Context: an optimization exercise on an open-source flow, tuned for small area and a short achievable clock period. The choices shown serve that exercise and are no tape-out recipe. Function was checked by simulation only, so behaviour that the tests miss may differ from the original. Power figures rest on the tool's default switching activity, not on a simulated workload.

Setup of red:
Design TopModule, start of the top module:
module TopModule (
    input clk,
    input [31:0] global_data,
    input [7:0] global_control,
    input [11:0] global_control2,
    input [31:0] global_filter,
    output [63:0] global_output
);
    genvar i;
    generate
        for (i = 0; i < 4; i = i + 1) begin : PE_INST
            pe pe_inst (
                .clk(clk),
                .a(global_control2[3*i +: 3]),
                .r(global_control[2*i +: 2]),
                .in1(global_data[8*i +: 8]),
                .filter(global_filter[8*i +: 8]),
                .pe_out(global_output[16*i +: 16])
            );
        end
    endgenerate
endmodule
==> flow/config.mk <==
export PLATFORM = sky130hd
export DESIGN_NAME = TopModule
export DESIGN_NICKNAME = TopModule
export VERILOG_FILES = /design/flow/design.v
export SDC_FILE = /design/flow/constraint.sdc
export NUM_CORES = 4
export LEC_CHECK = 0
export CAP_MARGIN = 20
export CORE_MARGIN = 2
export CORE_UTILIZATION = 60
export CTS_CLUSTER_DIAMETER = 150
export CTS_CLUSTER_SIZE = 28
export SETUP_SLACK_MARGIN = 4.5
export SLEW_MARGIN = 20
==> flow/constraint.sdc <==
create_clock -name core_clock -period 7.0 [get_ports {clk}]
set_input_delay 1.4000 -clock core_clock [delete_from_list [all_inputs] [get_ports {clk}]]
set_output_delay 1.4000 -clock core_clock [all_outputs]
set_load 0.01 [all_outputs]
run.sh (not shown) runs the stock make flow with config.mk's settings and CLKGATE_MAP_FILE= SYNTH_SCRIPT=/design/flow/synth_recipe.tcl, a recipe that flattens the netlist after the stock synthesis.
Modified inputs, blue compared to red
# red
export LEC_CHECK = 0
export CAP_MARGIN = 20
export CORE_MARGIN = 2
export CORE_UTILIZATION = 60
export CTS_CLUSTER_DIAMETER = 150
export CTS_CLUSTER_SIZE = 28
export SETUP_SLACK_MARGIN = 4.5
export SLEW_MARGIN = 20
create_clock -name core_clock -period 7.0 [get_ports {clk}]
# blue
export LEC_CHECK = 0
export ABC_AREA = 1
export CAP_MARGIN = 20
export CORE_MARGIN = 2
export CORE_UTILIZATION = 60
export CTS_CLUSTER_DIAMETER = 150
export CTS_CLUSTER_SIZE = 28
export SETUP_SLACK_MARGIN = 4.5
export SLEW_MARGIN = 20
create_clock -name core_clock -period 7.0 [get_ports {clk}]
==> run notes <==
Share of cell area taken by muxes after synthesis was lower in blue than in red. blue vs. red: detailed placement HPWL up 5400 um; fmax down 1.3%; utilization after layout flat. From red to blue the numbers moved as follows: number of DRC markers after the initial detailed-route iteration rose by 208, non-clock buffer count fell by about 20%, hold slack fell by 0.0041 ns, proportion of power drawn by the clock network rose by 0.3 points. Cmp red and blue / count of non-CTS inverters in the layout / higher: blue.
[inputs] green vs blue
# blue
export LEC_CHECK = 0
export ABC_AREA = 1
export CAP_MARGIN = 20
export CORE_MARGIN = 2
export CORE_UTILIZATION = 60
export CTS_CLUSTER_DIAMETER = 150
export CTS_CLUSTER_SIZE = 28
export SETUP_SLACK_MARGIN = 4.5
export SLEW_MARGIN = 20
create_clock -name core_clock -period 7.0 [get_ports {clk}]
# green
export LEC_CHECK = 0
export CAP_MARGIN = 20
export CORE_MARGIN = 2
export CORE_UTILIZATION = 60
export CTS_CLUSTER_DIAMETER = 150
export CTS_CLUSTER_SIZE = 28
export SETUP_SLACK_MARGIN = 4.7
export SLEW_MARGIN = 20
create_clock -name core_clock -period 7.0 [get_ports {clk}]
Between green and blue, it is green whose core utilization is higher, by 4.1 points. Total wirelength of the detailed-routed design in green is 1300 um lower than in blue. Pre-CTS setup slack delta (green − blue): unfavourable. green against blue: hold slack higher; wire length on met3 saw a decrease; number of signal-net buffers in the layout moved up; worst setup slack grew by 0.047 ns; power in combinational cells shows an increase of about 20%.
Input-level comparison between orange and green:
# green
export LEC_CHECK = 0
export CAP_MARGIN = 20
export CORE_MARGIN = 2
export CORE_UTILIZATION = 60
export CTS_CLUSTER_DIAMETER = 150
export CTS_CLUSTER_SIZE = 28
export SETUP_SLACK_MARGIN = 4.7
export SLEW_MARGIN = 20
create_clock -name core_clock -period 7.0 [get_ports {clk}]
# orange
export LEC_CHECK = 0
export CAP_MARGIN = 20
export CORE_MARGIN = 2
export CORE_UTILIZATION = 60
export SETUP_SLACK_MARGIN = 4.5
export SLEW_MARGIN = 20
create_clock -name core_clock -period 7.0 [get_ports {clk}]
--- outcome ---
- Taking green as the reference point, the final period utilization of orange rises by 0.78 points.
- Final wirelength in orange is about 4% below green.
- orange vs green, source of the critical timing path: PE_INST[1].pe_inst.pe_out[1]$_DFFE_PN_ vs PE_INST[3].pe_inst.pe_out[4]$_DFFE_PN_
- orange and green ended up with nearly the same cell total after placement.
- orange vs. green: flip-flop and latch power held steady; global placer's final weighted congestion grew by 0.59%.

* * *

TopModule, a different RTL version from the one above (not shown whole).
Size: ~1,600 cells after synthesis, roughly 250 flip-flops, about 150 I/O pins.
// TopModule
module TopModule (
    input clk,
    input [31:0] global_data,
    input [7:0] global_control,
    input [11:0] global_control2,
    input [31:0] global_filter,
    output [63:0] global_output
);
==> flow/config.mk <==
export PLATFORM = sky130hd
export DESIGN_NAME = TopModule
export DESIGN_NICKNAME = TopModule
export VERILOG_FILES = /design/flow/design.v
export SDC_FILE = /design/flow/constraint.sdc
export NUM_CORES = 4
export LEC_CHECK = 0
export ABC_CLOCK_PERIOD_IN_PS = 2500
export CAP_MARGIN = 20
export CORE_MARGIN = 2
export CORE_UTILIZATION = 40
export SETUP_SLACK_MARGIN = 4.5
export SLEW_MARGIN = 20
==> flow/constraint.sdc <==
create_clock -name core_clock -period 7.0 [get_ports {clk}]
set_input_delay 1.4000 -clock core_clock [delete_from_list [all_inputs] [get_ports {clk}]]
set_output_delay 1.4000 -clock core_clock [all_outputs]
set_load 0.01 [all_outputs]
Then changed:
Settings changed: ABC_CLOCK_PERIOD_IN_PS 2500 to not set.
After rerunning: Critical path depth does not change. Wire length is unchanged. Setup slack is unchanged. Die area does not change. Hold slack is unchanged. Core utilization does not change. Synthesized area stays the same. Clock-buffer cell count stays the same. Clock power hardly moves.
Then changed:
Settings changed: SETUP_SLACK_MARGIN 4.5 to not set.
Outcome: Total power decreases by about 6%. Utilization drops by 5.1 points. Fmax goes down by about 10%. Wire length went down by 5.7%. Register-to-register slack got worse by 0.36 ns. Area after synthesis is unchanged. Synthesized cell count stays the same. Non-clock buffer count shrinks by 192. Die area is unchanged. Critical path depth is unchanged. Cell area fell by 9.7%.

* * *

The RTL this note starts from:
==> flow/design.v <==
`timescale 1ns / 1ps
module mul_csa (
    input  [7:0] A,
    input  [9:1] A3,
    input  [7:0] B,
    output [15:0] s,
    output [14:0] t
);
    wire [9:0] a1 = {2'b0, A};
    wire [9:0] a2 = {1'b0, A, 1'b0};
    wire [9:0] p0, p1, p2, p3;
    wire [1:0] d0 = B[1:0];
    assign p0 = ({10{d0 == 2'd1}} & a1) | ({10{d0 == 2'd2}} & a2) |
                ({10{d0 == 2'd3}} & {A3, A[0]});
    wire [1:0] d1 = B[3:2];
    assign p1 = ({10{d1 == 2'd1}} & a1) | ({10{d1 == 2'd2}} & a2) |
                ({10{d1 == 2'd3}} & {A3, A[0]});
    wire [1:0] d2 = B[5:4];
    assign p2 = ({10{d2 == 2'd1}} & a1) | ({10{d2 == 2'd2}} & a2) |
                ({10{d2 == 2'd3}} & {A3, A[0]});
    wire [1:0] d3 = B[7:6];
    assign p3 = ({10{d3 == 2'd1}} & a1) | ({10{d3 == 2'd2}} & a2) |
                ({10{d3 == 2'd3}} & {A3, A[0]});
    wire hs0 = p0[6] ^ p1[4];
    wire hc0 = p0[6] & p1[4];
    wire fs0 = p0[7] ^ p1[5] ^ p2[3];
    wire fc0 = (p0[7] & p1[5]) | (p0[7] & p2[3]) | (p1[5] & p2[3]);
    wire fs1 = p0[8] ^ p1[6] ^ p2[4];
    wire fc1 = (p0[8] & p1[6]) | (p0[8] & p2[4]) | (p1[6] & p2[4]);
    wire fs2 = p0[9] ^ p1[7] ^ p2[5];
    wire fc2 = (p0[9] & p1[7]) | (p0[9] & p2[5]) | (p1[7] & p2[5]);
    wire hs1 = p1[8] ^ p2[6];
    wire hc1 = p1[8] & p2[6];
    wire hs2 = p1[9] ^ p2[7];
    wire hc2 = p1[9] & p2[7];
    wire hs3 = p0[4] ^ p1[2];
    wire hc3 = p0[4] & p1[2];
    wire fs3 = p0[5] ^ p1[3] ^ p2[1];
    wire fc3 = (p0[5] & p1[3]) | (p0[5] & p2[1]) | (p1[3] & p2[1]);
    wire fs4 = p2[2] ^ p3[0] ^ hs0;
    wire fc4 = (p2[2] & p3[0]) | (p2[2] & hs0) | (p3[0] & hs0);
    wire fs5 = p3[1] ^ hc0 ^ fs0;
    wire fc5 = (p3[1] & hc0) | (p3[1] & fs0) | (hc0 & fs0);
    wire fs6 = p3[2] ^ fc0 ^ fs1;
    wire fc6 = (p3[2] & fc0) | (p3[2] & fs1) | (fc0 & fs1);
    wire fs7 = p3[3] ^ fc1 ^ fs2;
    wire fc7 = (p3[3] & fc1) | (p3[3] & fs2) | (fc1 & fs2);
    wire fs8 = p3[4] ^ hs1 ^ fc2;
    wire fc8 = (p3[4] & hs1) | (p3[4] & fc2) | (hs1 & fc2);
    wire fs9 = p3[5] ^ hc1 ^ hs2;
    wire fc9 = (p3[5] & hc1) | (p3[5] & hs2) | (hc1 & hs2);
    wire fs10 = p2[8] ^ p3[6] ^ hc2;
    wire fc10 = (p2[8] & p3[6]) | (p2[8] & hc2) | (p3[6] & hc2);
    wire hs4 = p2[9] ^ p3[7];
    wire hc4 = p2[9] & p3[7];
    assign s[0] = p0[0];
    assign s[1] = p0[1];
    assign s[2] = p0[2];
    assign s[3] = p0[3];
    assign s[4] = p2[0];
    assign s[5] = hc3;
    assign s[6] = fc3;
    assign s[7] = fc4;
    assign s[8] = fc5;
    assign s[9] = fc6;
    assign s[10] = fc7;
    assign s[11] = fs9;
    assign s[12] = fs10;
    assign s[13] = hs4;
    assign s[14] = p3[8];
    assign s[15] = p3[9];
    assign t[0] = 1'b0;
    assign t[1] = 1'b0;
    assign t[2] = p1[0];
    assign t[3] = p1[1];
    assign t[4] = hs3;
    assign t[5] = fs3;
    assign t[6] = fs4;
    assign t[7] = fs5;
    assign t[8] = fs6;
    assign t[9] = fs7;
    assign t[10] = fs8;
    assign t[11] = fc8;
    assign t[12] = fc9;
    assign t[13] = fc10;
    assign t[14] = hc4;
endmodule
module pe (
    input clk,
    input [2:0] a,
    input [1:0] r,
    input [7:0] in1,
    input [7:0] filter,
    output reg [15:0] pe_out
);
    reg [7:0] A, B;
    reg [9:1] A3;      
    reg [15:0] cs;
    reg [14:4] ct;
    reg cc;
    wire [15:0] ms;
    wire [14:0] mt;
    mul_csa mul (.A(A), .A3(A3), .B(B), .s(ms), .t(mt));
    reg [15:0] xs;
    reg [14:0] xt;
    always @(*) begin
        case (a)
            3'b000: begin xs = {{(16-8){1'b0}}, A};  xt = {{(15-8){1'b0}}, B}; end
            3'b001: begin xs = ms;                     xt = mt; end
            3'b010: begin xs = {{(16-8){1'b0}}, A & B}; xt = 0; end
            3'b011: begin xs = {{(16-8){1'b0}}, A | B}; xt = 0; end
            3'b100: begin xs = {{(16-8){1'b0}}, ~A}; xt = 0; end
            default: begin xs = {{(16-8){1'b0}}, ~B}; xt = 0; end
        endcase
    end
    wire [4:0] lo_mul = ms[3:0] + mt[3:0];
    wire [4:0] lo_add = A[3:0] + B[3:0];
    wire [4:0] lo = (a == 3'b001) ? lo_mul : (a == 3'b000) ? lo_add : {1'b0, xs[3:0]};
    wire [15:4] hi = cs[15:4] + ct + cc;
    always @(posedge clk) begin
        if (r == 2'b00) begin
            A <= in1;
            A3 <= in1[7:1] + in1;
            B <= filter;
        end
        if (r == 2'b01)
            pe_out <= {hi, cs[3:0]};
        if (~(a[2] & a[1])) begin
            cs <= {xs[15:4], lo[3:0]};
            ct <= xt[14:4];
            cc <= lo[4];
        end
    end
endmodule
module TopModule (
    input clk,
    input [31:0] global_data,
    input [7:0] global_control,
    input [11:0] global_control2,
    input [31:0] global_filter,
    output [63:0] global_output
);
    genvar i;
    generate
        for (i = 0; i < 4; i = i + 1) begin : PE_INST
            pe pe_inst (
                .clk(clk),
                .a(global_control2[3*i +: 3]),
                .r(global_control[2*i +: 2]),
                .in1(global_data[8*i +: 8]),
                .filter(global_filter[8*i +: 8]),
                .pe_out(global_output[16*i +: 16])
            );
        end
    endgenerate
endmodule
Settings: LEC_CHECK=0, CAP_MARGIN=20, CORE_MARGIN=2, CORE_UTILIZATION=60, CTS_CLUSTER_DIAMETER=150, CTS_CLUSTER_SIZE=28, SETUP_SLACK_MARGIN=4.5, SLEW_MARGIN=20; clock period 7.0 ns.
standard.sh (not shown) runs the stock make flow with config.mk's settings and CLKGATE_MAP_FILE= SYNTH_SCRIPT=/design/flow/synth_recipe.tcl, a recipe that flattens the netlist after the stock synthesis.
==> flow/flow/run.sh <==
#!/bin/bash
# Standard synthesis, then the standard layout steps with the slow delay
# buffers kept out of port buffering and timing repair.
set -euo pipefail
bash standard.sh synth > synth_make.log 2>&1
export DONT_USE_CELLS="sky130_fd_sc_hd__clkdlybuf4s15_1 sky130_fd_sc_hd__clkdlybuf4s15_2 sky130_fd_sc_hd__clkdlybuf4s18_1 sky130_fd_sc_hd__clkdlybuf4s18_2 sky130_fd_sc_hd__clkdlybuf4s25_1 sky130_fd_sc_hd__clkdlybuf4s25_2 sky130_fd_sc_hd__clkdlybuf4s50_1 sky130_fd_sc_hd__clkdlybuf4s50_2 sky130_fd_sc_hd__dlygate4sd1_1 sky130_fd_sc_hd__dlygate4sd2_1 sky130_fd_sc_hd__dlygate4sd3_1 sky130_fd_sc_hd__dlymetal6s2s_1 sky130_fd_sc_hd__dlymetal6s4s_1 sky130_fd_sc_hd__dlymetal6s6s_1"
bash standard.sh finish > finish_make.log 2>&1
Then changed:
==> flow/flow/run.sh (replaced) <==
#!/bin/bash
# Standard synthesis, then the standard layout steps, with the port buffers
# started as sky130_fd_sc_hd__buf_2 (timing repair resizes them as needed).
set -euo pipefail
bash standard.sh synth > synth_make.log 2>&1
export BUFFER_PORTS_ARGS="-buffer_cell sky130_fd_sc_hd__buf_2"
bash standard.sh finish > finish_make.log 2>&1
What happened: Cell area shrinks by a few percent. Clock skew grows by 0.0040 ns. Wire length shrinks by a few percent. Maximum frequency shrinks slightly. Non-clock buffer count grows by 5. Die area stays the same. Sequential cell count is unchanged.
Then changed:
==> flow/flow/run.sh (replaced) <==
#!/bin/bash
# Standard synthesis, then the standard layout steps, with the port buffers
# started as sky130_fd_sc_hd__buf_1 (timing repair resizes them as needed).
set -euo pipefail
bash standard.sh synth > synth_make.log 2>&1
export BUFFER_PORTS_ARGS="-buffer_cell sky130_fd_sc_hd__buf_1"
bash standard.sh finish > finish_make.log 2>&1
Effect: The changed run finished with timing, DRC and antenna clean; design area went down slightly; fmax went up slightly; clock-buffer cell count stays the same; worst hold slack improved by 0.0051 ns; setup slack gains 0.016 ns; final cell count stays flat; synthesized cell count does not change.
Then changed:
SETUP_SLACK_MARGIN = 4.4   (was 4.5)
TNS_END_PERCENT = 20   (was default)
The new run passed the timing, DRC and antenna checks.
Combinational power fell by about 8%.
Global-route usage fell by 1.2 points.
Routed wire length fell by about 4%.
First-iteration DRC count fell by about 2%.
Total power fell by about 2%.
Area after synthesis stays the same.
Die area stays the same.
Design area fell by about 4%.
Then changed:
SETUP_SLACK_MARGIN = 4.6   (was 4.4)
TNS_END_PERCENT = 30   (was 20)
Effect:
- The new run ran to the end with no violations
- worst setup slack gets better by 0.11 ns
- count of clock-buffer cells in the layout stays the same
- final area is higher by 6.3%
- cell count rose by 3.5%
- first-iteration DRC count is higher by 11%
- clock power stays flat
- utilization is higher by 4.2 points
- combinational power grows by about 10%
- global-route usage came out higher by 1.3 points

## re-timing with driven ports
The results above use ideal ports. As a check the final layouts listed here were re-extracted and re-timed, cells and wires unchanged. Step 1 (the two cells are an assumption about what drives the block):
set clk [get_ports {clk}]
set_driving_cell -lib_cell sky130_fd_sc_hd__clkbuf_16 $clk
set_driving_cell -lib_cell sky130_fd_sc_hd__buf_2 [delete_from_list [all_inputs] $clk]
Step 2, shift: input delay + t, output delay - t, t = (earliest + latest rising clock arrival at the registers) / 2. This alone moves slack from input paths to output paths. Three values: no drivers, after step 1, after step 2; two values: the first two.
| run | t, ns | slack for setup (ns) | slew at the worst register clock pin (ns) |
|---|---|---|---|
| red | 0.541 | 4.461 / 4.410 / 3.981 | 0.11 / 0.11 |
| blue | 0.546 | 4.426 / 4.375 / 4.000 | 0.11 / 0.11 |
| green | 0.552 | 4.474 / 4.420 / 3.961 | 0.11 / 0.11 |
| orange | 0.613 | 4.419 / 4.366 / 3.867 | 0.07 / 0.07 |
| the first run of note 2 | 0.605 | 3.885 / 3.885 / 3.885 | 0.07 / 0.07 |
| the second run of note 2 | 0.605 | 3.885 / 3.885 / 3.885 | 0.07 / 0.07 |
| the third run of note 2 | 0.613 | 3.525 / 3.525 / 3.033 | 0.06 / 0.06 |
| the first run of note 3 | 0.540 | 4.469 / 4.416 / 4.002 | 0.11 / 0.11 |
| the second run of note 3 | 0.544 | 4.449 / 4.415 / 3.945 | 0.11 / 0.11 |
| the third run of note 3 | 0.542 | 4.466 / 4.420 / 3.915 | 0.11 / 0.11 |
| the fourth run of note 3 | 0.544 | 4.368 / 4.368 / 3.848 | 0.11 / 0.11 |
| the fifth run of note 3 | 0.539 | 4.481 / 4.440 / 4.012 | 0.11 / 0.11 |
After both steps every run listed still meets setup and hold. The setup slack of orange, which loses most, moves by -0.053 ns with the drivers and by -0.552 ns with both steps.
